Background: an optimization exercise with open tools, aiming at small area, a short achievable clock period and few clock cycles. Do not read the settings as production practice.
At most, simulation tests tie the RTL to the original design; equivalence was not proved.

## signed_right_shift_mplier
module signed_right_shift_mplier #(
    parameter N = 32
)(
    input                 clk,
    input                 rst_n,       
    input    [N-1:0]      mcand,
    input    [N-1:0]      mplier,
    output   [2*N-1:0]    product,
    output                done
);
For scale: roughly 200 flip-flops.
clock: 5.0 ns
lec_check: 0
cap_margin: 20
core_margin: 2
core_utilization: 40
setup_slack_margin: 2.5
slew_margin: 20
synth_hierarchical: 1
standard.sh (not shown) runs the stock make flow with config.mk's settings and CLKGATE_MAP_FILE= SYNTH_SCRIPT=/design/flow/synth_recipe.tcl, a recipe that flattens the netlist after the stock synthesis.
==> flow/flow/run.sh <==
#!/bin/bash
# Standard ORFS layout with two cell choices changed: small buffers on the
# ports instead of the delay cells buffer_ports picks by default, and no
# full/half-adder cells (ADDER_MAP_FILE empty), so abc maps the carry-save
# tree to XOR gates.  ORFS logs each tool under orfs/logs; make's own output
# goes to flow_make.log.
set -euo pipefail
export BUFFER_PORTS_ARGS="-buffer_cell sky130_fd_sc_hd__buf_1"
export ADDER_MAP_FILE=
bash standard.sh > flow_make.log 2>&1
Edit:
--- a/flow/design.v
+++ b/flow/design.v
@@ -12,15 +12,13 @@
     reg  [31:0] pl;           
     reg  [3:0]  e_one, e_two, e_neg;   
     reg  [32:0] S, C;         
     reg  [7:0]  sl, cl;       
     reg         cin;          
     reg  [31:0] ph;           
-    reg  [3:0]  e_onen, e_twon, e_negn;   
     reg         first;        
-    reg         firstn;       
     reg  [2:0]  cnt;
     function [11:0] benc(input [8:0] b);
         integer k;
         reg x2, x1, x0;
         begin
             for (k = 0; k < 4; k = k + 1) begin
@@ -32,40 +30,34 @@
         end
     endfunction
     wire [11:0] enc_start = benc({mplier[7:0], 1'b0});
     wire [11:0] enc_next  = benc(pl[15:7]);
     wire [32:0] mx  = {mc[31], mc};
     wire [32:0] mx2 = {mc, 1'b0};
-    wire [3:0]  one_h = ~e_onen, two_h = ~e_twon, neg_h = ~e_negn;
     wire [32:0] pp0, pp1, pp2, pp3;
-    wire [32:0] sel0 = {({16{one_h[0]}} & mx[32:17]) | ({16{two_h[0]}} & mx2[32:17]),
-                        ({17{e_one[0]}} & mx[16:0]) | ({17{e_two[0]}} & mx2[16:0])};
-    wire [32:0] sel1 = {({16{one_h[1]}} & mx[32:17]) | ({16{two_h[1]}} & mx2[32:17]),
-                        ({17{e_one[1]}} & mx[16:0]) | ({17{e_two[1]}} & mx2[16:0])};
-    wire [32:0] sel2 = {({16{one_h[2]}} & mx[32:17]) | ({16{two_h[2]}} & mx2[32:17]),
-                        ({17{e_one[2]}} & mx[16:0]) | ({17{e_two[2]}} & mx2[16:0])};
-    wire [32:0] sel3 = {({16{one_h[3]}} & mx[32:17]) | ({16{two_h[3]}} & mx2[32:17]),
-                        ({17{e_one[3]}} & mx[16:0]) | ({17{e_two[3]}} & mx2[16:0])};
-    assign pp0 = (sel0 ^ {{16{neg_h[0]}}, {17{e_neg[0]}}}) ^ {1'b1, 32'b0};
-    assign pp1 = (sel1 ^ {{16{neg_h[1]}}, {17{e_neg[1]}}}) ^ {1'b1, 32'b0};
-    assign pp2 = (sel2 ^ {{16{neg_h[2]}}, {17{e_neg[2]}}}) ^ {1'b1, 32'b0};
-    assign pp3 = (sel3 ^ {{16{neg_h[3]}}, {17{e_neg[3]}}}) ^ {1'b1, 32'b0};
+    wire [32:0] sel0 = ({33{e_one[0]}} & mx) | ({33{e_two[0]}} & mx2);
+    wire [32:0] sel1 = ({33{e_one[1]}} & mx) | ({33{e_two[1]}} & mx2);
+    wire [32:0] sel2 = ({33{e_one[2]}} & mx) | ({33{e_two[2]}} & mx2);
+    wire [32:0] sel3 = ({33{e_one[3]}} & mx) | ({33{e_two[3]}} & mx2);
+    assign pp0 = (sel0 ^ {33{e_neg[0]}}) ^ {1'b1, 32'b0};
+    assign pp1 = (sel1 ^ {33{e_neg[1]}}) ^ {1'b1, 32'b0};
+    assign pp2 = (sel2 ^ {33{e_neg[2]}}) ^ {1'b1, 32'b0};
+    assign pp3 = (sel3 ^ {33{e_neg[3]}}) ^ {1'b1, 32'b0};
     wire [32:0] negs;
     genvar g;
     generate
         for (g = 0; g < 33; g = g + 1) begin : g_negs
             if (g % 2 == 0 && g < 31) begin : g_e
                 assign negs[g] = pl[g+1];
             end else begin : g_o
                 assign negs[g] = 1'b0;
             end
         end
     endgenerate
-    wire        first_h = ~firstn;
-    wire [32:0] hs = {first_h ? negs[32:17] : S[32:17], first ? negs[16:0] : S[16:0]};
-    wire [32:0] hc = {first_h ? {1'b1, 15'b0} : C[32:17], first ? 17'b0 : C[16:0]};
+    wire [32:0] hs = first ? negs : S;
+    wire [32:0] hc = first ? {1'b1, 32'b0} : C;
     wire hs0_ = hs[4] ^ hc[4];
     wire hc0_ = hs[4] & hc[4];
     wire fs0, fc0;
     csa_fa u_fa0 (.a(hs[5]), .b(hc[5]), .c(pp0[5]), .s(fs0), .co(fc0));
     wire fs1, fc1;
     csa_fa u_fa1 (.a(hs[6]), .b(hc[6]), .c(pp0[6]), .s(fs1), .co(fc1));
@@ -567,32 +559,25 @@
     assign fsum[36] = pg_p[36] ^ sk_g5_35;
     assign fsum[37] = pg_p[37] ^ sk_g5_36;
     assign fsum[38] = pg_p[38] ^ sk_g5_37;
     assign fsum[39] = pg_p[39] ^ sk_g5_38;
     wire cout = sk_g2_7;
     always @(posedge clk) begin
-        first  <= ~rst_n;
-        firstn <= rst_n;
+        first <= ~rst_n;
         if (!rst_n) begin
             mc    <= mcand;
             pl    <= mplier;
             e_one <= enc_start[3:0];
             e_two <= enc_start[7:4];
             e_neg <= enc_start[11:8];
-            e_onen <= ~enc_start[3:0];
-            e_twon <= ~enc_start[7:4];
-            e_negn <= ~enc_start[11:8];
             cnt   <= 3'd0;
         end else begin
             pl    <= {fsum[7:0], pl[31:8]};
             e_one <= enc_next[3:0];
             e_two <= enc_next[7:4];
             e_neg <= enc_next[11:8];
-            e_onen <= ~enc_next[3:0];
-            e_twon <= ~enc_next[7:4];
-            e_negn <= ~enc_next[11:8];
             cnt   <= cnt + 3'd1;
         end
         S   <= cs_s[40:8];
         C   <= cs_c[40:8];
         sl  <= cs_s[7:0];
         cl  <= cs_c[7:0];
What happened: Wire length grows by 0.59%; clock skew decreases by 4.8 ps; die area falls by about 2.2%; register-to-register slack got worse by 30 ps; global-route usage hardly moves; fmax is lower by about 1.1%; area after synthesis is lower by 2.2%; worst setup slack gets worse by 26 ps.
Testbench counts after the change, summed over its fixed seeds: cycles 48,000.
Function not checked in the first run of this note: the RTL went through the layout flow alone.

separate check: timing with driven ports:
Ports are ideal in the flow. The routed layouts listed here were re-timed in OpenROAD. Step 1, drivers: a clkbuf_16 drives clk and a buf_2 each remaining input, both assumed. Step 2 times the ports against the registers' clock, not the clock port: input delays grow and output delays shrink by t, the midpoint of the rising clock arrivals with the driver on. a / b / c = ideal ports / drivers / drivers and shift; a / b = the first two.
run | t, ns | slack for setup (ns) | worst setup path after step 2 | clock arrival spread, ns | worst register clock-pin slew, ns
the first run | 0.504 | 2.562 / 2.562 / 2.297 | input to register | 0.016 / 0.017 | 0.09 / 0.09
the second run | 0.498 | 2.535 / 2.535 / 2.300 | input to register | 0.012 / 0.012 | 0.08 / 0.08
After both steps setup and hold are still met in every run listed. For the first run, which loses most, drivers alone change the setup slack by 0.000 ns; drivers and shift together by -0.265 ns.
